From an optimization exercise on the open Yosys and OpenROAD flow, aimed at small area and a short achievable clock period; shortcuts taken in it are not production practice. The RTL was checked by simulation tests, not by an equivalence proof against the original design. Power figures rest on the tool's default switching activity, not on a simulated workload.

==> flow/design.v (outline; a module is shown in full before it is edited, if it fits) <==
// module Q1S: 5047 lines
module Q1S(a, b, clk, res);
  // ...
==> flow/run.sh <==
#!/bin/bash
# synth_recipe.tcl (not shown) runs the flow's synth.tcl, then flattens the netlist and writes it again
# the make line also repeats each setting of config.mk as NAME=value (left out here)
make -C /OpenROAD-flow-scripts/flow DESIGN_CONFIG=/design/flow/config.mk WORK_HOME=/design/flow/orfs CLKGATE_MAP_FILE= SYNTH_SCRIPT=/design/flow/synth_recipe.tcl finish
==> flow/config.mk <==
export PLATFORM = sky130hd
export DESIGN_NAME = Q1S
export DESIGN_NICKNAME = Q1S
export VERILOG_FILES = /design/flow/design.v
export SDC_FILE = /design/flow/constraint.sdc
export NUM_CORES = 4
export LEC_CHECK = 0
export CAP_MARGIN = 20
export CORE_MARGIN = 2
export CORE_UTILIZATION = 65
export CTS_CLUSTER_DIAMETER = 100
export CTS_CLUSTER_SIZE = 20
export SETUP_SLACK_MARGIN = 5.0
export SLEW_MARGIN = 20
==> flow/constraint.sdc <==
create_clock -name core_clock -period 7.5 [get_ports {clk}]
set_input_delay 1.5000 -clock core_clock [delete_from_list [all_inputs] [get_ports {clk}]]
set_output_delay 1.5000 -clock core_clock [all_outputs]
set_load 0.01 [all_outputs]
==> flow_metrics.env, run 1 <==
export IMPL_period_needed_ns=2.616
export IMPL_gr_usage_met1=0.4996
export IMPL_die_h_um=234.8
export IMPL_dpl_hpwl_um=70440
export IMPL_nNonClkBuffers=259
export IMPL_status="timing/DRC/antenna clean"
export IMPL_synthesis_area_mm2=0.03462
export IMPL_critical_path_startpoint="r4_409"
export IMPL_tritoncts="built"
export IMPL_drt_pre_antenna_iters=11
export IMPL_power_leader="combinational cells"
export IMPL_worst_ir_drop_on_vdd_mv=0.2718
export IMPL_cts_root_buf="clkbuf_16"
export IMPL_critical_path_launch_point_type="flip-flop"
export IMPL_powerClk_mw=1.95
export IMPL_gp_routability_congestion=0.9713
export IMPL_mostFrequentLayoutCells="dfxtp_1 (498), xnor2_1 (397), a22o_1 (306), inv_1 (301), fa_1 (281)"
export IMPL_worst_r2r_endpoint="r5_588"
export IMPL_comb_power_mw=8.02
export IMPL_grt_max_degree=35
export IMPL_number_of_warnings_printed_during_yosys_synthesis=1
export IMPL_final_period_utilization=0.3488
export IMPL_inverters=313
export IMPL_initial_core_util=0.6574
export IMPL_numPlacedInstances=3751
export IMPL_drt_wl_total_um=114200
export IMPL_setup_worst_path_end="r5_588"
export IMPL_post_synth_cell_area_avg_um2=10.60
export IMPL_multiInputGateArea_mm2=0.02075
export IMPL_critical_path_arrival_ns=3.10
export IMPL_syn_nets=3768
export IMPL_area_sequential_mm2=0.01197
export IMPL_numSequentialCells=589
export IMPL_worst_slack_ns=4.884
export IMPL_leakage_power_total_nw=15.72
export IMPL_synth_flop_cell="dfxtp_1"
export IMPL_worst_path_max_delay_cell="or4_1"
==> run 2, diff against run 1 <==
--- a/flow/config.mk
+++ b/flow/config.mk
@@ -9,6 +9,6 @@
 export CORE_MARGIN = 2
-export CORE_UTILIZATION = 65
+export CORE_UTILIZATION = 55
 export CTS_CLUSTER_DIAMETER = 100
 export CTS_CLUSTER_SIZE = 20
-export SETUP_SLACK_MARGIN = 5.0
+export SETUP_SLACK_MARGIN = 4.9
 export SLEW_MARGIN = 20
==> flow_metrics.env, run 2 <==
export IMPL_achievable_frequency_mhz=377.8
export IMPL_cts_buffers=38
export IMPL_grt_first_pass_wirelength_um=166800
export IMPL_route_detailed_vias_per_inst=6.639
export IMPL_critPathKind="reg2reg"
export IMPL_ctsHtreeMaxLevel=2
export IMPL_worstHoldPathCells=0
export IMPL_antenna_found_initial=6
export IMPL_drt_antenna_violating_nets=0
export IMPL_layout_area_overhead_vs_synth_pct=7.464
export IMPL_final_hold_worst_slack_ns=0.3292
export IMPL_largest_cells_by_area_after_synthesis="dfxtp_1 (34%), fa_1 (17%), xnor2_1 (10%), a221oi_1 (7.7%), a22o_1 (7.7%)"
export IMPL_critical_path_peak_fanout=4
export IMPL_cts_hold_buffers=0
export IMPL_setup_tns_ns=0
export IMPL_timing_max_transition_violations_final=0
export IMPL_period_needed_ns=2.647
export IMPL_syn_nets=3768
export IMPL_tritoncts="built"
export IMPL_route_detailed_wl_per_inst_um=28.20
export IMPL_status="timing/DRC/antenna clean"
export IMPL_numPortBuffers=128
export IMPL_grt_util_all_layers=0.3422
export IMPL_cp_end_kind="flip-flop"
export IMPL_insertion_delay_ns=0.60
export IMPL_detail_route_drc_violations=0
export IMPL_die_h_um=254.9
export IMPL_critical_path_required_ns=8.00
export IMPL_setup_viol=0
export IMPL_drt_pre_antenna_iters=10
export IMPL_synth_most_common_cell="dfxtp_1"
export IMPL_first_global_vias=26537
export IMPL_die_width_um=254.9
export IMPL_leakage_power_total_nw=15.10
export IMPL_timing_final_hold_violations=0
export IMPL_gp_routability_congestion=0.9436
export IMPL_via_count=26309
export IMPL_worstHoldPathType="reg2reg"
export IMPL_worst_ir_drop_on_vdd_mv=0.2240
export IMPL_critical_path_launch_point_type="flip-flop"
export IMPL_async_reset_ff_frac=0
export IMPL_setup_reg_to_reg_worst_slack_ns=4.85
export IMPL_mostFrequentLayoutCells="dfxtp_1 (516), xnor2_1 (410), a22o_1 (306), inv_1 (303), a221oi_1 (294)"
export IMPL_tightestPinTransition_ns=0.9294
export IMPL_globalRoute_totalOverflow=0
export IMPL_finClkSkew_ns=0.02264
export IMPL_seq_area_frac_synth=0.3406
export IMPL_ys_seq_elements=589
export IMPL_clock_path_buffers=3
export IMPL_drt_wl_total_um=111700
export IMPL_detailedRoute_firstIterationViolations=3283
export IMPL_synth_enable_flop_cells=0
export IMPL_synth_area_leader_cell="dfxtp_1"
export IMPL_fin_util=0.6006
export IMPL_clkSlewWorstSetupHoldPaths_ns=0.08
export IMPL_synth_top_area_frac=0.3406
export IMPL_synth_lib_cells_used_distinct=75
export IMPL_cts_root_buf="clkbuf_16"
export IMPL_post_synth_cell_area_avg_um2=10.60
export IMPL_clock_sink_count=589
export IMPL_dpl_hpwl_um=70330
export IMPL_slew_headroom=0.3736
export IMPL_initial_core_util=0.5589
export IMPL_synth_flop_cell="dfxtp_1"
export IMPL_netlist_instances=3265
export IMPL_die_area_mm2=0.06496
export IMPL_design_core_area_mm2=0.06194
export IMPL_final_period_utilization=0.3529
export IMPL_drv_cap=0
export IMPL_pin_count=129
export IMPL_worst_r2r_path_depth=13
export IMPL_post_route_cells_drive_above_1_share=0.1133
export IMPL_nets=3617
export IMPL_synthesis_area_mm2=0.03462
export IMPL_grt_max_degree=35
export IMPL_critical_path_arrival_ns=3.15
export IMPL_placement_rows=91
export IMPL_power_per_cell_area_mw_per_mm2=413.5
export IMPL_mostFrequentLayoutCell="dfxtp_1"
export IMPL_number_of_warnings_printed_during_yosys_synthesis=1
export IMPL_synth_top_cells_by_count="dfxtp_1 (589), xnor2_1 (410), a221oi_1 (306), a22o_1 (306), inv_1 (305)"
export IMPL_rsz0062_at_grt="true"
[run 2: per-stage QoR]
stage	worst slack [ns]	total power, mW	cells	instance area (um^2)
floorplan	4.926	10.66	3265	34620
global placement	4.152	13.14	3885	35650
detailed placement	4.150	13.38	3885	35650
CTS	4.821	15.45	3954	36870
global route	4.760	16.93	3961	37190
finish	4.853	15.38	3963	37200
[run 2: layer usage]
metal,up-vias,GRT usage,part of all wire
li1,11035,-,-
met1,12862,0.4517,0.39
met2,1957,0.5130,0.42
met3,453,0.1155,0.13
met4,2,0.1457,0.050
met5,-,0,0.00012
[run 2: cell families after synthesis]
family / synth area share
AO/OA/AOI/OAI: 0.2077
XOR/XNOR: 0.1098
adder cells (fa/ha/maj): 0.2212
buffers and inverters: 0.08393
flip-flops: 0.3406
multiplexers: 0.0003253
AND/OR/NAND/NOR: 0.03644
[run 2: where the power goes]
part	switching [mW]	internal [mW]	total, mW
clock network	1.12	0.982	2.10
logic	4.17	3.46	7.62
registers	1.15	4.51	5.66
[run 2: worst paths after layout]
kind,start,end
max,r4_411,r5_584
min,r4_410,r5_525
max reg2reg,r4_411,r5_584
min reg2reg,r4_410,r5_525
[run 2: layout make-up]
cell class | instances | area [um^2]
tap | 837 | 1047
sequential | 589 | 11960
inverter | 313 | 1206
multi-input combinational | 1966 | 20220
clock buffer | 39 | 964.7
clock inverter | 11 | 147.6
antenna | 2 | 5.005
fill | 5199 | 24740
timing repair buffer | 206 | 1642
[run 2: what timing repair did]
action                     in CTS  in global routing
setup endpoints to repair     218                 99
buffers inserted               19                  7
pin swaps                      22                 24
resized for setup             332                 76
[run 2: worst max-delay path: stages, from the launching register on]
cell and delay, ns:
dfxtp_2 0.33, ha_4 0.15, and3_4 0.16, a41oi_4 0.30
a211oi_4 0.10, buf_6 0.14, o21ai_4 0.14, buf_12 0.13
o21ai_4 0.06, buf_12 0.14, o21ai_4 0.24, a21boi_2 0.11
or3b_1 0.42, o311ai_2 0.09
==> run 3, diff against run 2 <==
==> flow/flow/run.sh (new file) <==
#!/bin/bash
# The standard layout, with one extra step between synthesis and floorplan:
# flow/polarity.py picks the polarity of each full-adder cell so that fewer
# inverters are needed (FA(~a,~b,~c) = ~FA(a,b,c)); registers are untouched.
set -euo pipefail
cd "$(dirname "$0")/.."
R="$PWD/orfs/results/${FLOW_PLATFORM:-sky130hd}/Q1S/base"
bash standard.sh "$R/1_2_yosys.v" > synth.log 2>&1
cp "$R/1_2_yosys.v" synth_netlist_before_polarity.v
python3 flow/polarity.py "$R/1_2_yosys.v" > polarity.log 2>&1
bash standard.sh > layout.log 2>&1
==> flow/flow/polarity.py (new file) <==
#!/usr/bin/env python3
"""Remove inverters around full-adder cells in a flat sky130 netlist.

A full adder with all three inputs complemented gives both outputs
complemented: FA(~a, ~b, ~c) = (~sum, ~cout).  Each fa cell may therefore be
used in either polarity.  This script picks a polarity for every fa cell so
that fewer signals need an inverter, then rewrites the netlist: inverters
between cells are dropped and one inverter is added for each signal that some
load still needs in the other polarity.  Registers, ports and every other
cell keep their names and functions.

usage: polarity.py NETLIST.v   (rewrites the file in place; prints a summary)
"""
import re
import sys
from collections import defaultdict

path = sys.argv[1]
text = open(path).read()

m_mod = re.search(r'\bmodule\s+\w+\s*\(.*?\);', text, re.S)
end = text.rindex('endmodule')
body = text[m_mod.end():end]

inst_re = re.compile(r'^\s*(sky130_fd_sc_hd__\w+)\s+(\\\S+|\S+)\s*\((.*?)\);\s*$', re.S | re.M)
pin_re = re.compile(r'\.(\w+)\(\s*([^()]*?)\s*\)')

cells = []          # dict(type, name, pins{pin: net}, span)
for m in inst_re.finditer(body):
    pins = dict(pin_re.findall(m.group(3)))
    cells.append({'type': m.group(1), 'name': m.group(2), 'pins': pins,
                  'span': m.span()})

OUT_PINS = {'X', 'Y', 'Q', 'Q_N', 'SUM', 'COUT', 'HI', 'LO'}
port_nets = set()
for m in re.finditer(r'^\s*(input|output)\s+(\[\d+:\d+\]\s+)?(\w+)\s*;', body, re.M):
    rng, nm = m.group(2), m.group(3)
    if rng:
        hi, lo = map(int, re.findall(r'\d+', rng))
        for i in range(min(hi, lo), max(hi, lo) + 1):
            port_nets.add('%s[%d]' % (nm, i))
    port_nets.add(nm)


def is_inv(c):
    return re.match(r'sky130_fd_sc_hd__(clk)?inv_\d+$', c['type']) is not None


def is_fa(c):
    return re.match(r'sky130_fd_sc_hd__fa_\d+$', c['type']) is not None


# inverters that can be absorbed: output not a port
inv_out = {}        # out net -> in net
removable = set()
for i, c in enumerate(cells):
    if is_inv(c) and c['pins']['Y'] not in port_nets:
        inv_out[c['pins']['Y']] = c['pins']['A']
        removable.add(i)


def base(net):
    par = 0
    seen = 0
    while net in inv_out:
        net = inv_out[net]
        par ^= 1
        seen += 1
        if seen > 100:
            raise SystemExit('inverter loop')
    return net, par


driver_fa = {}      # base net -> fa cell index
for i, c in enumerate(cells):
    if is_fa(c):
        for p in ('SUM', 'COUT'):
            driver_fa[c['pins'][p]] = i

consumers = defaultdict(list)   # base net -> list of (cell idx, pin, parity)
for i, c in enumerate(cells):
    if i in removable:
        continue
    for p, n in c['pins'].items():
        if p in OUT_PINS or n == '':
            continue
        b, par = base(n)
        consumers[b].append((i, p, par))

fa_ids = [i for i, c in enumerate(cells) if is_fa(c)]
flip = defaultdict(int)


def provided(b):
    i = driver_fa.get(b)
    return flip[i] if i is not None else 0


def required(i, par):
    return par ^ flip[i] if is_fa(cells[i]) else par


def cost(b):
    pv = provided(b)
    return int(any(required(i, par) != pv for i, _, par in consumers[b]))


def touched(i):
    c = cells[i]
    s = set()
    for p in ('A', 'B', 'CIN'):
        s.add(base(c['pins'][p])[0])
    for p in ('SUM', 'COUT'):
        s.add(c['pins'][p])
    return s


before = sum(cost(b) for b in consumers)
improved = True
rounds = 0
while improved and rounds < 50:
    improved = False
    rounds += 1
    for i in fa_ids:
        sig = touched(i)
        c0 = sum(cost(b) for b in sig)
        flip[i] ^= 1
        c1 = sum(cost(b) for b in sig)
        if c1 < c0:
            improved = True
        else:
            flip[i] ^= 1
after = sum(cost(b) for b in consumers)

# rebuild
new_wires = []
new_cells = []
inv_net = {}


def comp_net(b):
    if b not in inv_net:
        k = len(inv_net)
        n = 'polinv_n%d' % k
        inv_net[b] = n
        new_wires.append(n)
        new_cells.append('  sky130_fd_sc_hd__inv_1 polinv_%d (\n    .A(%s),\n    .Y(%s)\n  );\n' % (k, b, n))
    return inv_net[b]


conn = {}           # (cell idx, pin) -> net
for b, lst in consumers.items():
    pv = provided(b)
    for i, p, par in lst:
        conn[(i, p)] = b if required(i, par) == pv else comp_net(b)

out = []
pos = 0
for i, c in enumerate(cells):
    s, e = c['span']
    out.append(body[pos:s])
    pos = e
    if i in removable:
        continue
    pins = []
    for p, n in c['pins'].items():
        pins.append('    .%s(%s)' % (p, conn.get((i, p), n)))
    out.append('\n  %s %s (\n%s\n  );' % (c['type'], c['name'], ',\n'.join(pins)))
out.append(body[pos:])
newbody = ''.join(out)
decl = ''.join('  wire %s;\n' % n for n in new_wires)
text2 = text[:m_mod.end()] + '\n' + decl + newbody + ''.join(new_cells) + text[end:]
open(path, 'w').write(text2)
print('fa cells %d, flipped %d, removable inverters %d, signals needing an inverter %d -> %d, new inverters %d'
      % (len(fa_ids), sum(flip[i] for i in fa_ids), len(removable), before, after, len(inv_net)))
==> flow/standard.sh (new file) <==
#!/bin/bash
# synth_recipe.tcl (not shown) runs the flow's synth.tcl, then flattens the netlist and writes it again
# the make line also repeats each setting of config.mk as NAME=value (left out here)
make -C /OpenROAD-flow-scripts/flow DESIGN_CONFIG=/design/flow/config.mk WORK_HOME=/design/flow/orfs CLKGATE_MAP_FILE= SYNTH_SCRIPT=/design/flow/synth_recipe.tcl "${@:-finish}"
removed: flow/run.sh
==> flow_metrics.env, run 3 <==
export IMPL_rsz0062_at_grt="true"
export IMPL_tightestPinTransition_ns=0.9396
export IMPL_worst_slack_ns=4.840
export IMPL_period_needed_ns=2.660
export IMPL_ctsHtreeMaxLevel=2
export IMPL_gp_routability_congestion=0.9478
export IMPL_drt_antenna_violating_nets=0
export IMPL_worstHoldPathType="reg2reg"
export IMPL_insertion_delay_ns=0.60
export IMPL_dp_slack_ns=4.366
export IMPL_synthesis_area_mm2=0.03397
export IMPL_setup_viol=0
export IMPL_critical_path_arrival_ns=3.12
export IMPL_internal_power_mw=8.889
export IMPL_grt_max_degree=35
export IMPL_die_width_um=252.5
export IMPL_multiInputGateArea_mm2=0.02036
export IMPL_globalRoute_totalOverflow=0
export IMPL_cp_end_kind="flip-flop"
export IMPL_critPathKind="reg2reg"
export IMPL_clock_path_buffers=3
export IMPL_worst_ir_drop_on_vdd_mv=0.2470
export IMPL_syn_nets=3597
export IMPL_critical_path_startpoint="r2_130"
export IMPL_grt_first_pass_wirelength_um=164400
export IMPL_number_of_warnings_printed_during_yosys_synthesis=1
export IMPL_pwr_share_comb=0.494
export IMPL_tritoncts="built"
export IMPL_achievable_frequency_mhz=375.9
export IMPL_pin_count=129
export IMPL_netlist_instances=3094
export IMPL_area_sequential_mm2=0.01191
export IMPL_finClkSkew_ns=0.02533
export IMPL_dpl_hpwl_um=70630
export IMPL_detail_route_drc_violations=0
export IMPL_placement_rows=91
export IMPL_seqPwrFrac=0.371
export IMPL_status="timing/DRC/antenna clean"
export IMPL_drv_cap=0
export IMPL_design_core_area_mm2=0.06137
export IMPL_timing_final_hold_violations=0
export IMPL_slew_headroom=0.3736
export IMPL_initial_core_util=0.5536
export IMPL_first_global_vias=25725
export IMPL_nets=3473
export IMPL_die_area_mm2=0.06377
export IMPL_layout_area_overhead_vs_synth_pct=8.220
export IMPL_detailedRoute_firstIterationViolations=3597
export IMPL_r2r_start="r2_130"
export IMPL_clock_sink_count=589
export IMPL_switching_power_share_of_the_total=0.4051
export IMPL_cts_root_buf="clkbuf_16"
export IMPL_final_hold_worst_slack_ns=0.3319
export IMPL_setup_tns_ns=0
export IMPL_total_switching_power_mw=6.054
export IMPL_mostFrequentLayoutCell="dfxtp_1"
export IMPL_route_detailed_wl_per_inst_um=29.16
export IMPL_mostFrequentLayoutCells="dfxtp_1 (539), xnor2_1 (402), a22o_1 (306), fa_1 (286), a221oi_1 (284)"
export IMPL_numPlacedInstances=3684
export IMPL_layout_cells_non_filler=3767
export IMPL_power_share_clock=0.135
export IMPL_drt_pre_antenna_iters=7
export IMPL_route_detailed_vias_per_inst=6.825
export IMPL_crit_top_cell="fa_1"
export IMPL_critical_path_peak_fanout=32
export IMPL_critical_path_launch_point_type="flip-flop"
export IMPL_path_cells="buf_12, a222oi_1, xnor2_1, fa_1, inv_1, fa_1"
export IMPL_leakage_power_total_nw=14.40
export IMPL_post_route_cells_drive_above_1_share=0.1237
export IMPL_die_h_um=252.5
export IMPL_worst_path_largest_cell_delay_ns=0.80
export IMPL_cts_hold_buffers=0
export IMPL_grt_util_all_layers=0.3422
export IMPL_numPortBuffers=128
export IMPL_clkSlewWorstSetupHoldPaths_ns=0.08
export IMPL_post_synth_cell_area_avg_um2=10.98
export IMPL_via_count=25709
export IMPL_power_per_cell_area_mw_per_mm2=406.4
export IMPL_num_fill_cells=5193
export IMPL_critical_path_required_ns=7.96
export IMPL_timing_max_transition_violations_final=0
export IMPL_worstHoldStart="r3_186"
export IMPL_cts_buffers=37
export IMPL_fin_util=0.5991
export IMPL_drt_wl_total_um=109900
export IMPL_final_period_utilization=0.3547
export IMPL_antenna_found_initial=5
export IMPL_worst_path_max_delay_cell="a222oi_1"
-- run 3: what timing repair did --
item | CTS | global route
gates resized for setup | 338 | 79
buffers inserted | 24 | 12
pin swaps | 18 | 22
endpoints found under the setup margin | 215 | 79
gates cloned | 0 | 1
-- run 3: final cells by class --
type,instances,area share
antenna,1,0.00006806
clock buffer,37,0.02518
clock inverter,8,0.002961
inverter,142,0.01518
multi-input combinational,1966,0.5537
sequential,589,0.3239
tap,790,0.02688
timing repair buffer,234,0.05210
-- run 3: worst paths after layout --
| path | endpoint | slack [ns] | cells past startpoint |
|---|---|---|---|
| min | r4_412 | 0.33 | 0 |
| min reg2reg | r4_412 | 0.33 | 0 |
| max reg2reg | r3_289 | 4.84 | 6 |
| max | r3_289 | 4.84 | 6 |
-- run 3: per-stage QoR --
stage | instance area [um^2] | total power [mW]
4_1_cts | 36310 | 15.03
5_1_grt | 36760 | 16.34
6_report | 36770 | 14.94
3_5_place_dp | 35060 | 13.06
3_3_place_gp | 35060 | 12.82
2_1_floorplan | 33980 | 10.35
-- run 3: power by group through the flow --
stage	Clock [mW]	Sequential, mW	Combinational [mW]
floorplan	0	5.06	5.29
global placement	0	5.54	7.28
detailed placement	0	5.57	7.49
CTS	2.07	5.50	7.46
global route	2.17	5.65	8.52
finish	2.01	5.55	7.38
-- run 3: layer usage --
| layer | global-route usage | wire length (um) |
|---|---|---|
| met4 | 0.1538 | 6198 |
| met2 | 0.4971 | 45550 |
| met5 | 0 | 71 |
| met3 | 0.1262 | 14780 |
| met1 | 0.4547 | 43260 |
-- run 3: critical path: cells and delay by family (launching register included) --
family          cells  cell delay, ns
xor+xnor            1            0.19
fa+ha+maj           2            0.97
compound gates      1            0.80
buf+inv             2            0.22
flops               1            0.33
==> run 4, diff against run 3 <==
--- a/flow/flow/run.sh
+++ b/flow/flow/run.sh
@@ -3,3 +3,4 @@
 # flow/polarity.py picks the polarity of each full-adder cell so that fewer
-# inverters are needed (FA(~a,~b,~c) = ~FA(a,b,c)); registers are untouched.
+# inverters are needed (FA(~a,~b,~c) = ~FA(a,b,c); xor2 and xnor2 swap to absorb
+# input or output inversions); registers are untouched.
 set -euo pipefail
--- a/flow/flow/polarity.py
+++ b/flow/flow/polarity.py
@@ -50,2 +50,11 @@
     return re.match(r'sky130_fd_sc_hd__fa_\d+$', c['type']) is not None
+
+
+def is_x(c):
+    return re.match(r'sky130_fd_sc_hd__x(n)?or2_\d+$', c['type']) is not None
+
+
+def xout(c):
+    # xor2 drives X, xnor2 drives Y
+    return c['pins']['X'] if 'X' in c['pins'] else c['pins']['Y']
 
@@ -73,3 +82,3 @@
 
-driver_fa = {}      # base net -> fa cell index
+driver_fa = {}      # base net -> fa or xor cell index
 for i, c in enumerate(cells):
@@ -78,2 +87,5 @@
             driver_fa[c['pins'][p]] = i
+for i, c in enumerate(cells):
+    if is_x(c):
+        driver_fa[xout(c)] = i
 
@@ -89,3 +101,3 @@
 
-fa_ids = [i for i, c in enumerate(cells) if is_fa(c)]
+fa_ids = [i for i, c in enumerate(cells) if is_fa(c) or is_x(c)]
 flip = defaultdict(int)
@@ -104,3 +116,4 @@
     pv = provided(b)
-    return int(any(required(i, par) != pv for i, _, par in consumers[b]))
+    return int(any(required(i, par) != pv for i, _, par in consumers[b]
+                   if not is_x(cells[i])))
 
@@ -110,2 +123,5 @@
     s = set()
+    if is_x(c):
+        s.add(xout(c))
+        return s
     for p in ('A', 'B', 'CIN'):
@@ -118,16 +134,48 @@
 before = sum(cost(b) for b in consumers)
-improved = True
-rounds = 0
-while improved and rounds < 50:
-    improved = False
-    rounds += 1
-    for i in fa_ids:
-        sig = touched(i)
-        c0 = sum(cost(b) for b in sig)
+import random
+rng = random.Random(1)
+
+
+def total():
+    return sum(cost(b) for b in consumers)
+
+
+def local_search(plateau):
+    improved = True
+    rounds = 0
+    while improved and rounds < 60:
+        improved = False
+        rounds += 1
+        order = list(fa_ids)
+        rng.shuffle(order)
+        for i in order:
+            sig = touched(i)
+            c0 = sum(cost(b) for b in sig)
+            flip[i] ^= 1
+            c1 = sum(cost(b) for b in sig)
+            if c1 < c0:
+                improved = True
+            elif c1 == c0 and rng.random() < plateau:
+                pass
+            else:
+                flip[i] ^= 1
+
+
+local_search(0.0)
+best = total()
+best_flip = dict(flip)
+for it in range(40):
+    # perturb from the best solution, then descend
+    flip.clear()
+    flip.update(best_flip)
+    for i in rng.sample(fa_ids, max(1, len(fa_ids) // 20)):
         flip[i] ^= 1
-        c1 = sum(cost(b) for b in sig)
-        if c1 < c0:
-            improved = True
-        else:
-            flip[i] ^= 1
+    local_search(0.3)
+    local_search(0.0)
+    t = total()
+    if t < best:
+        best = t
+        best_flip = dict(flip)
+flip.clear()
+flip.update(best_flip)
 after = sum(cost(b) for b in consumers)
@@ -151,2 +199,3 @@
 conn = {}           # (cell idx, pin) -> net
+xpar = defaultdict(int)     # xor cell -> parity of its physical inputs vs logical
 for b, lst in consumers.items():
@@ -154,3 +203,16 @@
     for i, p, par in lst:
-        conn[(i, p)] = b if required(i, par) == pv else comp_net(b)
+        if is_x(cells[i]):
+            conn[(i, p)] = b
+            xpar[i] ^= pv ^ par
+        else:
+            conn[(i, p)] = b if required(i, par) == pv else comp_net(b)
+for i, c in enumerate(cells):
+    if is_x(c):
+        m = re.match(r'sky130_fd_sc_hd__(x(n)?or2)_(\d+)$', c['type'])
+        inv = 1 if m.group(2) else 0
+        newinv = inv ^ xpar[i] ^ flip[i]
+        o = xout(c)
+        c['type'] = 'sky130_fd_sc_hd__%s_%s' % ('xnor2' if newinv else 'xor2', m.group(3))
+        c['pins'] = {k: v for k, v in c['pins'].items() if k not in ('X', 'Y')}
+        c['pins']['Y' if newinv else 'X'] = o
 
==> flow_metrics.env, run 4 <==
export IMPL_nets=3421
export IMPL_final_period_utilization=0.3544
export IMPL_post_synth_cell_area_avg_um2=11.13
export IMPL_route_layer_met1_wl_um=43340
export IMPL_cts_buffers=37
export IMPL_worst_r2r_endpoint="r2_95"
export IMPL_critPathKind="reg2reg"
export IMPL_power_per_cell_area_mw_per_mm2=407.8
export IMPL_route_detailed_vias_per_inst=6.785
export IMPL_critical_path_peak_fanout=3
export IMPL_seqPwrFrac=0.371
export IMPL_internal_power_mw=8.855
export IMPL_worst_ir_drop_on_vdd_mv=0.2343
export IMPL_setup_reg_to_reg_worst_slack_ns=4.84
export IMPL_dpl_hpwl_um=69760
export IMPL_met3_wirelength_um=13920
export IMPL_detailedRoute_firstIterationViolations=3563
export IMPL_ctsHtreeMaxLevel=2
export IMPL_route_detailed_wl_per_inst_um=29.07
export IMPL_dpl_instance_area_mm2=0.03486
export IMPL_worstHoldPathType="reg2reg"
export IMPL_slew_headroom=0.4093
export IMPL_worstHoldPathCells=0
export IMPL_period_needed_ns=2.658
export IMPL_drt_pre_antenna_iters=8
export IMPL_power_share_clock=0.135
export IMPL_worstHoldStart="r3_187"
export IMPL_r2r_start="r1_1"
export IMPL_switching_power_share_of_the_total=0.4039
export IMPL_timing_max_transition_violations_final=0
export IMPL_total_switching_power_mw=5.999
export IMPL_final_cell_area_excluding_filler_cells_mm2=0.03642
export IMPL_mostFrequentLayoutCell="dfxtp_1"
export IMPL_clkSlewWorstSetupHoldPaths_ns=0.08
export IMPL_globalRoute_totalOverflow=0
export IMPL_pwr_share_comb=0.494
export IMPL_maxUsedRoutingLayer="met5"
export IMPL_clock_path_buffers=3
export IMPL_holdPathEnd="r4_413"
export IMPL_setup_viol=0
export IMPL_timing_final_hold_violations=0
export IMPL_post_route_cells_drive_above_1_share=0.1238
export IMPL_gp_routability_congestion=0.9514
export IMPL_critical_path_required_ns=8.00
export IMPL_die_width_um=251.7
export IMPL_tritoncts="built"
export IMPL_critical_path_launch_point_type="flip-flop"
export IMPL_setup_tns_ns=0
export IMPL_rsz0062_at_grt="true"
export IMPL_drt_antenna_violating_nets=0
export IMPL_grt_util_all_layers=0.3400
export IMPL_layout_area_overhead_vs_synth_pct=7.938
export IMPL_finClkSkew_ns=0.02305
export IMPL_mostFrequentLayoutCells="dfxtp_1 (545), a22o_1 (306), xnor2_1 (304), a221oi_1 (292), fa_1 (284)"
export IMPL_status="timing/DRC/antenna clean"
export IMPL_antenna_found_initial=1
export IMPL_netlist_instances=3033
export IMPL_initial_core_util=0.5580
export IMPL_drt_wl_total_um=107900
export IMPL_pin_count=129
export IMPL_cts_root_buf="clkbuf_16"
export IMPL_leakage_power_total_nw=14.21
export IMPL_detail_route_drc_violations=0
export IMPL_numPortBuffers=128
export IMPL_cp_end_kind="flip-flop"
export IMPL_tightestPinTransition_ns=0.8849
export IMPL_synthesis_area_mm2=0.03374
export IMPL_design_core_area_mm2=0.06047
export IMPL_die_area_mm2=0.06335
export IMPL_placement_rows=90
export IMPL_first_global_vias=25172
export IMPL_wl_met2_um=45080
export IMPL_clock_sink_count=589
export IMPL_achievable_frequency_mhz=376.2
export IMPL_drv_cap=0
export IMPL_via_count=25178
export IMPL_grt_first_pass_wirelength_um=162000
export IMPL_die_h_um=251.7
export IMPL_worst_r2r_path_depth=11
export IMPL_critical_path_startpoint="r1_1"
export IMPL_critical_path_arrival_ns=3.16
export IMPL_number_of_warnings_printed_during_yosys_synthesis=1
export IMPL_grt_max_degree=37
export IMPL_insertion_delay_ns=0.60
export IMPL_fin_util=0.6023
export IMPL_syn_nets=3536
==> run 4: cell count changes in the layout (fill, tap and decap cells not counted), sizes merged <==
cell	delta
clkinv	-1
buf	+11
clkbuf	-1
clkinvlp	+2
bufinv	-1
xnor2	-104
xor2	+104
diode	+3
inv	-61
==> run 4: worst max-delay path by stage <==
stage,end,slack [ns],cells past startpoint
after global routing,r2_95,4.73,11
after CTS,r5_588,4.84,11
final,r2_95,4.84,11
after global placement,r5_588,4.48,10
after floorplan,r2_95,4.90,11
after detailed placement,r5_588,4.36,10
==> run 4: metal layers <==
metal  vias up  global-route usage
li1      10638                   -
met1     12386              0.4575
met2      1740              0.4917
met3       412              0.1191
met4         2              0.1554
met5         -                   0
==> run 4: worst max-delay path, stage by stage (launching register included) <==
cell and delay, ns:
dfxtp_4 0.37, ha_4 0.16, fa_2 0.35, a21o_1 0.16
a21o_1 0.19, a31oi_4 0.27, o21bai_4 0.12, o2111ai_2 0.20
nand2_2 0.07, o41a_1 0.37, a21oi_2 0.16, xnor2_1 0.14
==> run 4: timing repair <==
action,CTS,global route
pin swaps,13,20
endpoints found under the setup margin,197,105
hold buffers,0,0
setup buffers,32,7
resized for setup,312,78
==> run 4: stage by stage <==
| step | hold WS [ns] | power, mW | worst slack [ns] | std cells |
|---|---|---|---|---|
| after floorplan | 0.3096 | 10.30 | 4.902 | 3033 |
| after global placement | 0.3175 | 12.74 | 4.477 | 3622 |
| after detailed placement | 0.3132 | 12.96 | 4.358 | 3622 |
| after global routing | 0.3137 | 16.23 | 4.730 | 3707 |
| final | 0.3083 | 14.85 | 4.842 | 3711 |
| after CTS | 0.3088 | 14.91 | 4.838 | 3700 |
==> run 4: layout make-up <==
| cell class | count | area [um^2] |
|---|---|---|
| diodes | 4 | 10.01 |
| clock buffers | 38 | 939.7 |
| clock inverters | 8 | 95.09 |
| fillers | 4976 | 24050 |
| inverters | 81 | 337.8 |
| multi-input cells | 1966 | 20230 |
| flip-flops and latches | 589 | 11880 |
| well taps | 782 | 978.4 |
| repair buffers | 243 | 1959 |
==> run 4: power by group through the flow <==
stage               clock network, mW  logic [mW]  registers [mW]
CTS                              2.06        7.38            5.47
global route                     2.17        8.45            5.61
detailed placement                  0        7.42            5.54
global placement                    0        7.23            5.52
floorplan                           0        5.24            5.06
finish                           2.00        7.33            5.51
==> run 5, diff against run 4 <==
==> flow/flow/run.sh (replaced) <==
#!/bin/bash
# The standard layout with two changes:
# - one extra step between synthesis and floorplan: flow/polarity.py picks the
#   polarity of each full-adder cell so that fewer inverters are needed
#   (FA(~a,~b,~c) = ~FA(a,b,c); xor2 and xnor2 swap to absorb input or output
#   inversions); registers are untouched.
# - the port buffers that placement inserts on every input and output are
#   buf_1 cells (timing repair still resizes them where needed).
set -euo pipefail
cd "$(dirname "$0")/.."
R="$PWD/orfs/results/${FLOW_PLATFORM:-sky130hd}/Q1S/base"
export BUFFER_PORTS_ARGS="-buffer_cell sky130_fd_sc_hd__buf_1"
bash standard.sh "$R/1_2_yosys.v" > synth.log 2>&1
cp "$R/1_2_yosys.v" synth_netlist_before_polarity.v
python3 flow/polarity.py "$R/1_2_yosys.v" > polarity.log 2>&1
bash standard.sh > layout.log 2>&1
--- a/flow/config.mk
+++ b/flow/config.mk
@@ -10,4 +10,4 @@
 export CORE_UTILIZATION = 55
-export CTS_CLUSTER_DIAMETER = 100
-export CTS_CLUSTER_SIZE = 20
+export CTS_CLUSTER_DIAMETER = 90
+export CTS_CLUSTER_SIZE = 24
 export SETUP_SLACK_MARGIN = 4.9
==> flow_metrics.env, run 5 <==
export IMPL_global_route_usage_met3=0.1114
export IMPL_synthesis_area_mm2=0.03374
export IMPL_timing_final_hold_violations=0
export IMPL_period_needed_ns=2.718
export IMPL_via_count=25207
export IMPL_drt_antenna_violating_nets=0
export IMPL_critPathKind="reg2reg"
export IMPL_worst_path_max_delay_cell="or4_1"
export IMPL_mostFrequentLayoutCells="dfxtp_1 (518), a22o_1 (306), xnor2_1 (303), a221oi_1 (283), fa_1 (281)"
export IMPL_first_global_vias=25097
export IMPL_die_h_um=251.7
export IMPL_gp_routability_congestion=0.9343
export IMPL_clkSlewWorstSetupHoldPaths_ns=0.09
export IMPL_drv_cap=0
export IMPL_pin_count=129
export IMPL_worst_ir_drop_on_vdd_mv=0.2205
export IMPL_grt_util_all_layers=0.3346
export IMPL_grt_met2_usage=0.4908
export IMPL_cts_root_buf="clkbuf_16"
export IMPL_slew_headroom=0.4600
export IMPL_insertion_delay_ns=0.65
export IMPL_detail_route_drc_violations=0
export IMPL_gr_usage_met1=0.4508
export IMPL_initial_core_util=0.5580
export IMPL_status="timing/DRC/antenna clean"
export IMPL_netlist_instances=3033
export IMPL_critical_path_launch_point_type="flip-flop"
export IMPL_route_detailed_wl_per_inst_um=28.98
export IMPL_dpl_hpwl_um=69670
export IMPL_globalRoute_totalOverflow=0
export IMPL_setup_tns_ns=0
export IMPL_totalPowerFinal_mw=14.86
export IMPL_numPortBuffers=128
export IMPL_final_period_utilization=0.3624
export IMPL_clock_path_buffers=3
export IMPL_antenna_cells_inserted=0
export IMPL_worst_path_largest_cell_delay_ns=0.53
export IMPL_leakage_power_total_nw=14.13
export IMPL_post_route_cells_drive_above_1_share=0.1405
export IMPL_clock_sink_count=589
export IMPL_achievable_frequency_mhz=368.0
export IMPL_number_of_warnings_printed_during_yosys_synthesis=1
export IMPL_syn_nets=3536
export IMPL_crit_top_cell="o21ai_4"
export IMPL_fin_util=0.6006
export IMPL_grt_first_pass_wirelength_um=160700
export IMPL_route_detailed_vias_per_inst=6.787
export IMPL_timing_max_transition_violations_final=0
export IMPL_power_per_cell_area_mw_per_mm2=409.3
export IMPL_die_area_mm2=0.06335
export IMPL_finClkSkew_ns=0.02913
export IMPL_placement_rows=90
export IMPL_detailedRoute_firstIterationViolations=3626
export IMPL_mostFrequentLayoutCell="dfxtp_1"
export IMPL_drt_wl_total_um=107600
export IMPL_die_width_um=251.7
export IMPL_setup_reg_to_reg_worst_slack_ns=4.78
export IMPL_post_synth_cell_area_avg_um2=11.13
export IMPL_cts_buffers=31
export IMPL_critical_path_required_ns=8.03
export IMPL_antenna_found_initial=3
export IMPL_tritoncts="built"
export IMPL_cp_end_kind="flip-flop"
export IMPL_ctsHtreeMaxLevel=1
export IMPL_worstHoldPathType="reg2reg"
export IMPL_cts_hold_buffers=0
export IMPL_rsz0062_at_grt="true"
export IMPL_final_hold_worst_slack_ns=0.3338
export IMPL_grt_max_degree=37
export IMPL_design_core_area_mm2=0.06047
export IMPL_critical_path_arrival_ns=3.25
export IMPL_layout_area_overhead_vs_synth_pct=7.620
export IMPL_nets=3428
export IMPL_tightestPinTransition_ns=0.8090
export IMPL_drt_pre_antenna_iters=8
export IMPL_setup_viol=0
export IMPL_critical_path_peak_fanout=4
export IMPL_gr_max_usage_layer="met2"
export IMPL_path_cells="ha_4, and3_4, a41oi_4, a211oi_4, buf_6, o21ai_4, o21ai_4, buf_12, o21ai_4, a21oi_4, or4_1, o311ai_1"
[run 5: area by class of cell]
| cell class | count | area [um^2] |
|---|---|---|
| fillers | 5057 | 24150 |
| clock buffers | 31 | 775.7 |
| multi-input cells | 1966 | 20350 |
| well taps | 782 | 978.4 |
| flip-flops and latches | 589 | 11890 |
| repair buffers | 256 | 1848 |
| inverters | 81 | 337.8 |
| clock inverters | 9 | 136.4 |
[run 5: final timing paths]
path,to,startpoint,cells past startpoint
setup / recovery,r5_588,r4_409,12
hold / removal,r4_411,r3_185,0
setup reg to reg,r5_588,r4_409,12
hold reg to reg,r4_411,r3_185,0
[run 5: metrics by stage]
stage / std cells / worst slack, ns / area, um^2
detailed placement: 3630 / 4.424 / 34110
global placement: 3630 / 4.460 / 34110
global route: 3714 / 4.747 / 36320
floorplan: 3033 / 4.902 / 33750
finish: 3714 / 4.782 / 36320
CTS: 3701 / 4.856 / 35630
[run 5: worst max-delay path: cells and delay by family, from the launching register on]
kind | cells | cell delay, ns
adder cells (fa/ha/maj) | 1 | 0.15
AND/OR/NAND/NOR | 2 | 0.69
AO/OA/AOI/OAI | 7 | 1.13
buffers and inverters | 2 | 0.29
flip-flops | 1 | 0.34
[run 5: routing by layer]
layer / share of wire / routed length (um)
met5: 0.00030 / 32
met4: 0.052 / 5643
met3: 0.13 / 14500
met2: 0.42 / 45390
met1: 0.39 / 42070
[run 5: report_power, final]
group          switching (mW)  internal [mW]
Clock                    1.05          0.802
Combinational            3.97           3.52
Sequential              0.994           4.52
Total                    6.02           8.85
[run 5: what timing repair did]
item | 4_1_cts | 5_1_grt
pin swaps | 15 | 35
buffers inserted | 31 | 13
setup endpoints to repair | 213 | 156
resized for setup | 139 | 145
==> run 6, diff against run 5 <==
--- a/flow/config.mk
+++ b/flow/config.mk
@@ -9,5 +9,5 @@
 export CORE_MARGIN = 2
-export CORE_UTILIZATION = 55
-export CTS_CLUSTER_DIAMETER = 90
-export CTS_CLUSTER_SIZE = 24
+export CORE_UTILIZATION = 62
+export CTS_CLUSTER_DIAMETER = 100
+export CTS_CLUSTER_SIZE = 20
 export SETUP_SLACK_MARGIN = 4.9
==> flow_metrics.env, run 6 <==
export IMPL_dpl_instance_area_mm2=0.03398
export IMPL_leakage_power_total_nw=13.85
export IMPL_final_cell_area_excluding_filler_cells_mm2=0.03574
export IMPL_clock_path_buffers=3
export IMPL_die_h_um=237.3
export IMPL_dpl_hpwl_um=67460
export IMPL_status="timing/DRC/antenna clean"
export IMPL_post_route_cells_drive_above_1_share=0.1019
export IMPL_initial_core_util=0.6271
export IMPL_setup_reg_to_reg_worst_slack_ns=4.85
export IMPL_timing_max_transition_violations_final=0
export IMPL_syn_nets=3536
export IMPL_critPathKind="reg2reg"
export IMPL_cts_buffers=36
export IMPL_cts_root_buf="clkbuf_16"
export IMPL_worst_ir_drop_on_vdd_mv=0.2629
export IMPL_final_period_utilization=0.3538
export IMPL_route_detailed_vias_per_inst=7.049
export IMPL_post_synth_cell_area_avg_um2=11.13
export IMPL_tightestPinTransition_ns=0.8980
export IMPL_detailedRoute_firstIterationViolations=3573
export IMPL_setup_viol=0
export IMPL_first_global_vias=25147
export IMPL_finClkSkew_ns=0.02314
export IMPL_worst_slack_ns=4.847
export IMPL_die_width_um=237.3
export IMPL_achievable_frequency_mhz=376.9
export IMPL_clock_sink_count=589
export IMPL_holdPathEnd="r4_412"
export IMPL_design_core_area_mm2=0.05381
export IMPL_netlist_instances=3033
export IMPL_drt_pre_antenna_iters=9
export IMPL_cp_end_kind="flip-flop"
export IMPL_detail_route_drc_violations=0
export IMPL_critical_path_launch_point_type="flip-flop"
export IMPL_fin_util=0.6642
export IMPL_numPortBuffers=128
export IMPL_drt_wl_total_um=105200
export IMPL_die_area_mm2=0.05631
export IMPL_crit_top_cell="fa_1"
export IMPL_worstHoldPathCells=0
export IMPL_number_of_warnings_printed_during_yosys_synthesis=1
export IMPL_via_count=25523
export IMPL_mostFrequentLayoutCells="dfxtp_1 (556), a22o_1 (306), xnor2_1 (305), a221oi_1 (285), fa_1 (283)"
export IMPL_totalPowerFinal_mw=14.78
export IMPL_critical_path_required_ns=7.97
export IMPL_insertion_delay_ns=0.61
export IMPL_worstHoldStart="r3_186"
export IMPL_ctsHtreeMaxLevel=2
export IMPL_critical_path_peak_fanout=11
export IMPL_numPlacedInstances=3541
export IMPL_grt_max_degree=37
export IMPL_route_detailed_wl_per_inst_um=29.05
export IMPL_rsz0062_at_grt="true"
export IMPL_setup_tns_ns=0
export IMPL_placement_rows=85
export IMPL_critical_path_arrival_ns=3.12
export IMPL_slew_headroom=0.4005
export IMPL_clkSlewWorstSetupHoldPaths_ns=0.09
export IMPL_num_fill_cells=4155
export IMPL_worst_path_largest_cell_delay_ns=0.76
export IMPL_nets=3422
export IMPL_worst_r2r_path_depth=5
export IMPL_final_hold_worst_slack_ns=0.3294
export IMPL_gp_routability_congestion=0.9702
export IMPL_grt_first_pass_wirelength_um=157300
export IMPL_worst_path_max_delay_cell="dfxtp_1"
export IMPL_pin_count=129
export IMPL_layout_area_overhead_vs_synth_pct=5.921
export IMPL_drt_antenna_violating_nets=0
export IMPL_worst_r2r_endpoint="r3_261"
export IMPL_drv_cap=0
export IMPL_antenna_found_initial=1
export IMPL_synthesis_area_mm2=0.03374
export IMPL_cts_hold_buffers=0
export IMPL_layout_cells_non_filler=3621
export IMPL_dp_slack_ns=4.473
export IMPL_tritoncts="built"
export IMPL_globalRoute_totalOverflow=0
export IMPL_timing_final_hold_violations=0
export IMPL_grt_util_all_layers=0.3685
export IMPL_path_cells="a22o_1, a221oi_1, xnor2_1, fa_1, fa_1"
export IMPL_mostFrequentLayoutCell="dfxtp_1"
export IMPL_power_per_cell_area_mw_per_mm2=413.6
export IMPL_r2r_start="r2_87"
export IMPL_period_needed_ns=2.653
export IMPL_worstHoldPathType="reg2reg"
run 6: layout make-up:
| class | count | area (um^2) | share of cell area |
|---|---|---|---|
| antenna | 1 | 2.502 | 0.00007001 |
| clock buffer | 37 | 925.9 | 0.02590 |
| clock inverter | 6 | 58.81 | 0.001645 |
| inverter | 81 | 337.8 | 0.009451 |
| multi-input combinational | 1966 | 20200 | 0.5651 |
| sequential | 589 | 11850 | 0.3316 |
| tap | 696 | 870.8 | 0.02436 |
| timing repair buffer | 245 | 1498 | 0.04190 |
run 6: per-layer routing:
metal  vias to the layer above  routed length (um)  global-route usage
li1                      10641                   -                   -
met2                      2026               42940              0.5229
met4                         0                6436              0.1782
met5                         -                   0            0.002597
met1                     12313               40580              0.4959
met3                       543               15230              0.1389
run 6: worst max-delay path by stage:
stage / startpoint / end / slack [ns] / depth (start not counted)
6_report: r2_87 / r3_261 / 4.85 / 5
3_3_place_gp: r4_409 / r5_588 / 4.51 / 10
3_5_place_dp: r4_409 / r5_588 / 4.47 / 10
2_1_floorplan: r1_1 / r2_95 / 4.90 / 11
4_1_cts: r4_411 / r5_588 / 4.86 / 11
5_1_grt: r1_0 / r2_84 / 4.78 / 11
run 6: power by group:
part / switching (mW) / internal [mW]
Clock: 1.06 / 0.896
Sequential: 0.992 / 4.51
Combinational: 3.95 / 3.38
Total: 6.01 / 8.78
run 6: worst max-delay path: cells and delay by family (launching register included):
kind,cells,cell delay [ns]
adders and majority gates,2,1.08
AOI/OAI and AO/OA,2,0.27
xor gates and xnor gates,1,0.40
DFF,1,0.76
run 6: repair_timing:
item                       4_1_cts  5_1_grt
resized for setup               45       84
setup endpoints to repair      138      107
pin swaps                       18       21
setup buffers                   29        7
==> run 7, diff against run 6 <==
--- a/flow/config.mk
+++ b/flow/config.mk
@@ -9,6 +9,6 @@
 export CORE_MARGIN = 2
-export CORE_UTILIZATION = 62
+export CORE_UTILIZATION = 55
 export CTS_CLUSTER_DIAMETER = 100
 export CTS_CLUSTER_SIZE = 20
-export SETUP_SLACK_MARGIN = 4.9
+export SETUP_SLACK_MARGIN = 4.8
 export SLEW_MARGIN = 20
==> flow_metrics.env, run 7 <==
export IMPL_finClkSkew_ns=0.01837
export IMPL_gp_routability_congestion=0.9406
export IMPL_power_per_cell_area_mw_per_mm2=411.5
export IMPL_worst_slack_ns=4.736
export IMPL_tightestPinTransition_ns=1.033
export IMPL_drv_cap=0
export IMPL_leakage_power_total_nw=13.84
export IMPL_area_sequential_mm2=0.01184
export IMPL_post_route_cells_drive_above_1_share=0.09274
export IMPL_via_count=25190
export IMPL_critical_path_launch_point_type="flip-flop"
export IMPL_numPortBuffers=128
export IMPL_worstHoldStart="r3_185"
export IMPL_route_detailed_wl_per_inst_um=28.86
export IMPL_drt_wl_total_um=107200
export IMPL_rsz0062_at_grt="true"
export IMPL_worstHoldPathType="reg2reg"
export IMPL_placement_rows=90
export IMPL_dp_slack_ns=4.425
export IMPL_clock_sink_count=589
export IMPL_die_h_um=251.7
export IMPL_fin_util=0.5919
export IMPL_num_fill_cells=5091
export IMPL_timing_critical_path_buf_inv=0
export IMPL_crit_top_cell="fa_1"
export IMPL_setup_reg_to_reg_worst_slack_ns=4.74
export IMPL_cp_end_kind="flip-flop"
export IMPL_status="timing/DRC/antenna clean"
export IMPL_critical_path_required_ns=7.97
export IMPL_worst_path_max_delay_cell="dfxtp_1"
export IMPL_timing_final_hold_violations=0
export IMPL_netlist_instances=3033
export IMPL_initial_core_util=0.5580
export IMPL_worst_r2r_endpoint="r3_253"
export IMPL_post_synth_cell_area_avg_um2=11.13
export IMPL_grt_max_degree=37
export IMPL_achievable_frequency_mhz=361.7
export IMPL_tritoncts="built"
export IMPL_globalRoute_totalOverflow=0
export IMPL_grt_first_pass_wirelength_um=161700
export IMPL_multiInputGateArea_mm2=0.02016
export IMPL_critical_path_arrival_ns=3.24
export IMPL_drt_antenna_violating_nets=0
export IMPL_antenna_found_initial=4
export IMPL_final_hold_worst_slack_ns=0.3292
export IMPL_setup_tns_ns=0
export IMPL_critPathKind="reg2reg"
export IMPL_cts_root_buf="clkbuf_16"
export IMPL_worst_path_largest_cell_delay_ns=1.01
export IMPL_first_global_vias=25260
export IMPL_mostFrequentLayoutCell="dfxtp_1"
export IMPL_r2r_start="r2_82"
export IMPL_critical_path_top_delay_family="adder cells"
export IMPL_detailedRoute_firstIterationViolations=3433
export IMPL_detail_route_drc_violations=0
export IMPL_cts_hold_buffers=0
export IMPL_number_of_warnings_printed_during_yosys_synthesis=1
export IMPL_clock_path_buffers=3
export IMPL_syn_nets=3536
export IMPL_cts_buffers=36
export IMPL_period_needed_ns=2.764
export IMPL_critical_path_peak_fanout=11
export IMPL_layout_area_overhead_vs_synth_pct=6.070
export IMPL_route_detailed_vias_per_inst=6.779
export IMPL_holdPathEnd="r4_411"
export IMPL_pin_count=129
export IMPL_grt_util_all_layers=0.3380
export IMPL_insertion_delay_ns=0.59
export IMPL_nets=3429
export IMPL_synthesis_area_mm2=0.03374
export IMPL_worst_r2r_path_depth=5
export IMPL_worstHoldPathCells=0
export IMPL_dpl_hpwl_um=69680
export IMPL_die_width_um=251.7
export IMPL_final_period_utilization=0.3686
export IMPL_setup_viol=0
export IMPL_clkSlewWorstSetupHoldPaths_ns=0.09
export IMPL_ctsHtreeMaxLevel=2
export IMPL_timing_max_transition_violations_final=0
export IMPL_design_core_area_mm2=0.06047
export IMPL_slew_headroom=0.3106
export IMPL_path_cells="a22o_1, a221oi_1, xnor2_1, fa_1, fa_1"
export IMPL_mostFrequentLayoutCells="dfxtp_1 (564), a22o_1 (306), xnor2_1 (305), a221oi_1 (299), fa_1 (288)"
export IMPL_worst_ir_drop_on_vdd_mv=0.2603
export IMPL_drt_pre_antenna_iters=10
export IMPL_die_area_mm2=0.06335
run 7: cell type report:
cell class,count,share of cell area
sequential,589,0.3307
timing repair buffer,252,0.04100
clock buffer,37,0.02587
antenna,1,0.00006991
inverter,81,0.009333
multi-input combinational,1966,0.5633
clock inverter,8,0.002412
tap,782,0.02734
run 7: what timing repair did:
item,CTS,global route
pin swaps,12,24
setup endpoints to repair,77,56
resized for setup,30,48
setup buffers,27,17
hold endpoints to repair,0,0
run 7: worst max-delay path by stage:
stage,start,end,slack [ns],cells past startpoint
6_report,r2_82,r3_253,4.74,5
5_1_grt,r4_409,r5_588,4.70,12
4_1_cts,r1_0,r2_84,4.75,12
3_5_place_dp,r4_485,r5_588,4.43,8
3_3_place_gp,r4_485,r5_588,4.43,8
2_1_floorplan,r2_138,r3_203,4.83,5
run 7: power breakdown:
group / leakage, nW / switching [mW] / internal, mW / total [mW]
registers: 4.96 / 1.01 / 4.50 / 5.52
clock network: 0.496 / 1.07 / 0.930 / 2.00
logic: 8.39 / 3.89 / 3.33 / 7.22
total: 13.8 / 5.97 / 8.76 / 14.7
run 7: layer usage:
| layer | up-vias | GRT usage | part of all wire |
|---|---|---|---|
| met1 | 12331 | 0.4536 | 0.40 |
| met3 | 478 | 0.1158 | 0.13 |
| met2 | 1730 | 0.4872 | 0.42 |
| met5 | - | 0.003089 | 0.00061 |
| met4 | 8 | 0.1648 | 0.056 |
| li1 | 10643 | - | - |
run 7: per-stage QoR:
| stage | cell area, um^2 | std cells | power (mW) |
|---|---|---|---|
| 2_1_floorplan | 33750 | 3033 | 10.30 |
| 3_3_place_gp | 34080 | 3626 | 12.51 |
| 3_5_place_dp | 34080 | 3626 | 12.73 |
| 4_1_cts | 35470 | 3698 | 14.83 |
| 5_1_grt | 35790 | 3715 | 16.16 |
| 6_report | 35790 | 3716 | 14.73 |
==> run 8, diff against run 7 <==
--- a/flow/config.mk
+++ b/flow/config.mk
@@ -12,3 +12,3 @@
 export CTS_CLUSTER_SIZE = 20
-export SETUP_SLACK_MARGIN = 4.8
+export SETUP_SLACK_MARGIN = 5.0
 export SLEW_MARGIN = 20
==> flow_metrics.env, run 8 <==
export IMPL_status="timing/DRC/antenna clean"
export IMPL_design_core_area_mm2=0.06047
export IMPL_rsz0062_at_grt="true"
export IMPL_layout_area_overhead_vs_synth_pct=8.710
export IMPL_post_route_cells_drive_above_1_share=0.1509
export IMPL_slew_headroom=0.4501
export IMPL_drt_wl_total_um=108400
export IMPL_dpl_instance_area_mm2=0.03407
export IMPL_placement_rows=90
export IMPL_achievable_frequency_mhz=374.5
export IMPL_tightestPinTransition_ns=0.8238
export IMPL_timing_max_transition_violations_final=0
export IMPL_cts_hold_buffers=0
export IMPL_final_period_utilization=0.3560
export IMPL_path_cells="ha_4, fa_2, a21o_1, a21o_1, a31oi_4, buf_6, o2bb2ai_4, o311ai_4, a21boi_2, o21ai_4, nor2b_4, xnor2_2"
export IMPL_setup_viol=0
export IMPL_final_cell_area_excluding_filler_cells_mm2=0.03668
export IMPL_clock_sink_count=589
export IMPL_critPathKind="reg2reg"
export IMPL_worst_r2r_endpoint="r2_84"
export IMPL_first_global_vias=25512
export IMPL_drv_cap=0
export IMPL_drt_antenna_violating_nets=0
export IMPL_cts_root_buf="clkbuf_16"
export IMPL_worst_r2r_path_depth=12
export IMPL_final_hold_worst_slack_ns=0.3224
export IMPL_clkSlewWorstSetupHoldPaths_ns=0.08
export IMPL_critical_path_peak_fanout=4
export IMPL_cp_end_kind="flip-flop"
export IMPL_critical_path_required_ns=8.03
export IMPL_number_of_warnings_printed_during_yosys_synthesis=1
export IMPL_nets=3437
export IMPL_gp_routability_congestion=0.9343
export IMPL_mostFrequentLayoutCell="dfxtp_1"
export IMPL_route_detailed_vias_per_inst=6.800
export IMPL_period_needed_ns=2.670
export IMPL_worst_slack_ns=4.830
export IMPL_setup_tns_ns=0
export IMPL_crit_top_cell="a21o_1"
export IMPL_syn_nets=3536
export IMPL_pin_count=129
export IMPL_synthesis_area_mm2=0.03374
export IMPL_globalRoute_totalOverflow=0
export IMPL_route_detailed_wl_per_inst_um=29.10
export IMPL_worst_ir_drop_on_vdd_mv=0.2009
export IMPL_worstHoldPathCells=0
export IMPL_leakage_power_total_nw=14.26
export IMPL_worstHoldStart="r3_188"
export IMPL_timing_final_hold_violations=0
export IMPL_tritoncts="built"
export IMPL_num_fill_cells=4900
export IMPL_worst_path_max_delay_cell="dfxtp_4"
export IMPL_die_width_um=251.7
export IMPL_cts_buffers=37
export IMPL_detailedRoute_firstIterationViolations=3504
export IMPL_dpl_hpwl_um=69270
export IMPL_finClkSkew_ns=0.02730
export IMPL_fin_util=0.6066
export IMPL_ctsHtreeMaxLevel=2
export IMPL_r2r_start="r1_1"
export IMPL_die_area_mm2=0.06335
export IMPL_die_h_um=251.7
export IMPL_via_count=25337
export IMPL_critical_path_arrival_ns=3.20
export IMPL_grt_max_degree=37
export IMPL_grt_first_pass_wirelength_um=161800
export IMPL_mostFrequentLayoutCells="dfxtp_1 (518), a22o_1 (306), xnor2_1 (305), fa_1 (277), a221oi_1 (270)"
export IMPL_grt_util_all_layers=0.3379
export IMPL_worstHoldPathType="reg2reg"
export IMPL_clock_path_buffers=3
export IMPL_critical_path_launch_point_type="flip-flop"
export IMPL_worst_path_largest_cell_delay_ns=0.37
export IMPL_initial_core_util=0.5580
export IMPL_critical_path_startpoint="r1_1"
export IMPL_dp_slack_ns=4.388
export IMPL_insertion_delay_ns=0.60
export IMPL_power_per_cell_area_mw_per_mm2=408.4
export IMPL_detail_route_drc_violations=0
export IMPL_netlist_instances=3033
export IMPL_post_synth_cell_area_avg_um2=11.13
export IMPL_critical_path_top_delay_family="compound AO/OA/AOI/OAI gates"
export IMPL_holdPathEnd="r4_414"
export IMPL_antenna_found_initial=2
export IMPL_numPortBuffers=128
export IMPL_setup_reg_to_reg_worst_slack_ns=4.83
export IMPL_timing_critical_path_buf_inv=1
export IMPL_drt_pre_antenna_iters=6
## run 8: cell type report
| cell class | count | area [um^2] | share of cell area |
|---|---|---|---|
| multi-input cells | 1966 | 20420 | 0.5566 |
| flip-flops and latches | 589 | 11910 | 0.3247 |
| repair buffers | 259 | 1979 | 0.05396 |
| well taps | 782 | 978.4 | 0.02667 |
| clock buffers | 39 | 953.4 | 0.02599 |
| inverters | 81 | 337.8 | 0.009209 |
| clock inverters | 9 | 102.6 | 0.002797 |
| diodes | 1 | 2.502 | 0.00006822 |
## run 8: metal layers
layer  share of wire  vias to the layer above  GRT usage
met5         0.00021                        -   0.003089
met4           0.054                        4     0.1493
met3            0.13                      441     0.1136
met2            0.42                     1737     0.4982
met1            0.39                    12475     0.4513
li1                -                    10680          -
## run 8: stage by stage
stage | cells | total power, mW
floorplan | 3033 | 10.30
CTS | 3711 | 14.96
global route | 3725 | 16.36
global placement | 3622 | 12.59
finish | 3726 | 14.98
detailed placement | 3622 | 12.72
## run 8: how the worst max path moves through the flow
stage / endpoint / slack [ns] / depth (start not counted)
floorplan: r2_95 / 4.98 / 11
global placement: r5_588 / 4.42 / 8
detailed placement: r5_584 / 4.39 / 8
CTS: r2_95 / 4.80 / 11
global route: r2_84 / 4.75 / 12
finish: r2_84 / 4.83 / 12
## run 8: timing repair
action / CTS / global route
endpoints found under the setup margin: 239 / 184
gates resized for setup: 166 / 167
buffers inserted: 41 / 14
gates cloned: 0 / 0
pin swaps: 26 / 35
## run 8: power breakdown
group | internal [mW] | switching (mW)
clock | 0.931 | 1.09
sequential | 4.52 | 1.02
combinational | 3.50 | 3.92
==> run 9, diff against run 8 <==
--- a/flow/config.mk
+++ b/flow/config.mk
@@ -12,3 +12,3 @@
 export CTS_CLUSTER_SIZE = 20
-export SETUP_SLACK_MARGIN = 5.0
+export SETUP_SLACK_MARGIN = 4.9
 export SLEW_MARGIN = 20
==> flow_metrics.env, run 9 <==
export IMPL_status="timing/DRC/antenna clean"
export IMPL_route_detailed_wl_per_inst_um=28.87
export IMPL_slew_headroom=0.3886
export IMPL_fin_util=0.5955
export IMPL_post_synth_cell_area_avg_um2=11.13
export IMPL_globalRoute_totalOverflow=0
export IMPL_initial_core_util=0.5580
export IMPL_critical_path_peak_fanout=33
export IMPL_worst_ir_drop_on_vdd_mv=0.2032
export IMPL_cts_hold_buffers=0
export IMPL_drt_wl_total_um=107400
export IMPL_numPlacedInstances=3630
export IMPL_pin_count=129
export IMPL_period_needed_ns=2.629
export IMPL_number_of_warnings_printed_during_yosys_synthesis=1
export IMPL_drv_cap=0
export IMPL_design_core_area_mm2=0.06047
export IMPL_insertion_delay_ns=0.60
export IMPL_nets=3430
export IMPL_numPortBuffers=128
export IMPL_power_per_cell_area_mw_per_mm2=413.5
export IMPL_syn_nets=3536
export IMPL_r2r_start="r2_57"
export IMPL_clock_sink_count=589
export IMPL_totalPowerFinal_mw=14.89
export IMPL_die_area_mm2=0.06335
export IMPL_rsz0062_at_grt="true"
export IMPL_mostFrequentLayoutCells="dfxtp_1 (552), a22o_1 (306), xnor2_1 (305), a221oi_1 (292), fa_1 (282)"
export IMPL_final_period_utilization=0.3505
export IMPL_timing_final_hold_violations=0
export IMPL_detailedRoute_firstIterationViolations=3784
export IMPL_netlist_instances=3033
export IMPL_worstHoldStart="r3_185"
export IMPL_critical_path_startpoint="r2_57"
export IMPL_drt_pre_antenna_iters=9
export IMPL_tightestPinTransition_ns=0.9158
export IMPL_detail_route_drc_violations=0
export IMPL_cp_end_kind="flip-flop"
export IMPL_ctsHtreeMaxLevel=2
export IMPL_antenna_found_initial=2
export IMPL_clock_path_buffers=3
export IMPL_maxUsedRoutingLayer="met4"
export IMPL_finClkSkew_ns=0.02626
export IMPL_synthesis_area_mm2=0.03374
export IMPL_setup_tns_ns=0
export IMPL_cts_buffers=37
export IMPL_first_global_vias=25226
export IMPL_achievable_frequency_mhz=380.4
export IMPL_critical_path_required_ns=7.94
export IMPL_gp_routability_congestion=0.9343
export IMPL_final_cell_area_excluding_filler_cells_mm2=0.03601
export IMPL_dpl_hpwl_um=69670
export IMPL_route_detailed_vias_per_inst=6.782
export IMPL_post_route_cells_drive_above_1_share=0.1070
export IMPL_leakage_power_total_nw=13.94
export IMPL_critical_path_launch_point_type="flip-flop"
export IMPL_die_h_um=251.7
export IMPL_die_width_um=251.7
export IMPL_mostFrequentLayoutCell="dfxtp_1"
export IMPL_drt_antenna_violating_nets=0
export IMPL_grt_max_degree=37
export IMPL_layout_area_overhead_vs_synth_pct=6.718
export IMPL_grt_first_pass_wirelength_um=161500
export IMPL_grt_util_all_layers=0.3377
export IMPL_clkSlewWorstSetupHoldPaths_ns=0.08
export IMPL_critPathKind="reg2reg"
export IMPL_cts_root_buf="clkbuf_16"
export IMPL_critical_path_arrival_ns=3.07
export IMPL_met3_wirelength_um=14040
export IMPL_worstHoldPathType="reg2reg"
export IMPL_route_layer_met1_wl_um=42910
export IMPL_placement_rows=90
export IMPL_via_count=25224
export IMPL_num_fill_cells=5077
export IMPL_wl_met2_um=45470
export IMPL_layout_cells_non_filler=3719
export IMPL_tritoncts="built"
export IMPL_dpl_instance_area_mm2=0.03411
export IMPL_setup_viol=0
export IMPL_timing_max_transition_violations_final=0
run 9: cell type report:
cell class	instances	area (um^2)	share of cell area
clock inverter	9	153.9	0.004274
clock buffer	38	929.6	0.02581
sequential	589	11850	0.3290
inverter	81	337.8	0.009381
multi-input combinational	1966	20210	0.5612
timing repair buffer	252	1550	0.04305
antenna	2	5.005	0.0001390
tap	782	978.4	0.02717
run 9: critical path: stages, from the launching register on:
cell,delay (ns)
dfxtp_1,0.31
buf_4,0.26
a22o_1,0.29
a221oi_1,0.32
xnor2_1,0.28
fa_1,0.54
fa_1,0.46
run 9: what timing repair did:
action                     in CTS  in global routing
setup buffers                  31                  9
cloned                          0                  0
setup endpoints to repair     153                117
pin swaps                      21                 29
gates resized for setup        59                 85
run 9: path summary, 6_finish.rpt:
path / end / slack (ns) / depth (start not counted)
worst min register to register: r4_411 / 0.32 / 0
worst max-delay path: r3_265 / 4.87 / 6
worst min-delay path: r4_411 / 0.32 / 0
worst max register to register: r3_265 / 4.87 / 6
run 9: report_power, final:
part / internal (mW) / leakage, nW / switching (mW)
combinational: 3.38 / 8.45 / 3.96
clock: 0.981 / 0.528 / 1.08
sequential: 4.51 / 4.96 / 0.978
total: 8.87 / 13.9 / 6.02
run 9: stage by stage:
step | hold slack [ns] | worst slack [ns]
detailed placement | 0.3132 | 4.424
floorplan | 0.3096 | 4.902
global placement | 0.3149 | 4.460
CTS | 0.3249 | 4.827
global route | 0.3353 | 4.744
finish | 0.3247 | 4.871
run 9: metal layers:
metal | global-route usage | up-vias
met4 | 0.1490 | 0
met1 | 0.4566 | 12380
li1 | - | 10658
met5 | 0 | -
met2 | 0.4915 | 1803
met3 | 0.1139 | 383

## static timing again, ports no longer ideal
The results above use ideal ports. As a check the final layouts listed here were re-extracted and re-timed, cells and wires unchanged. Step 1 sets driving cells, clkbuf_16 on the clock port and buf_2 on the other inputs (assumed; they add their load-dependent delay and slew). Step 2 adds t to the input delays and takes it off the output delays; t is the mean of the earliest and latest rising clock arrival at the registers after step 1. Input paths then give back, and output paths get back, about the clock's delay inside the block. Three values: ideal, step 1, step 2; two values: the first two.
| run | shift t [ns] | setup WS [ns] | clock arrival spread, ns | slew at the worst register clock pin (ns) | cell pins on the clock port's net |
|---|---|---|---|---|---|
| run 1 | 0.645 | 4.884 / 4.884 / 4.884 | 0.029 / 0.029 | 0.09 / 0.09 | 1 |
| run 2 | 0.657 | 4.853 / 4.853 / 4.853 | 0.024 / 0.024 | 0.09 / 0.09 | 1 |
| run 3 | 0.647 | 4.840 / 4.840 / 4.840 | 0.027 / 0.026 | 0.09 / 0.09 | 1 |
| run 4 | 0.649 | 4.842 / 4.842 / 4.842 | 0.028 / 0.028 | 0.09 / 0.09 | 1 |
| run 5 | 0.695 | 4.782 / 4.782 / 4.782 | 0.030 / 0.029 | 0.10 / 0.10 | 1 |
| run 6 | 0.660 | 4.847 / 4.842 / 4.847 | 0.024 / 0.024 | 0.10 / 0.10 | 1 |
| run 7 | 0.648 | 4.736 / 4.736 / 4.736 | 0.020 / 0.020 | 0.10 / 0.10 | 1 |
| run 8 | 0.645 | 4.830 / 4.830 / 4.830 | 0.027 / 0.027 | 0.09 / 0.09 | 1 |
| run 9 | 0.649 | 4.871 / 4.871 / 4.871 | 0.027 / 0.027 | 0.09 / 0.09 | 1 |
After both steps every run listed still meets setup and hold.
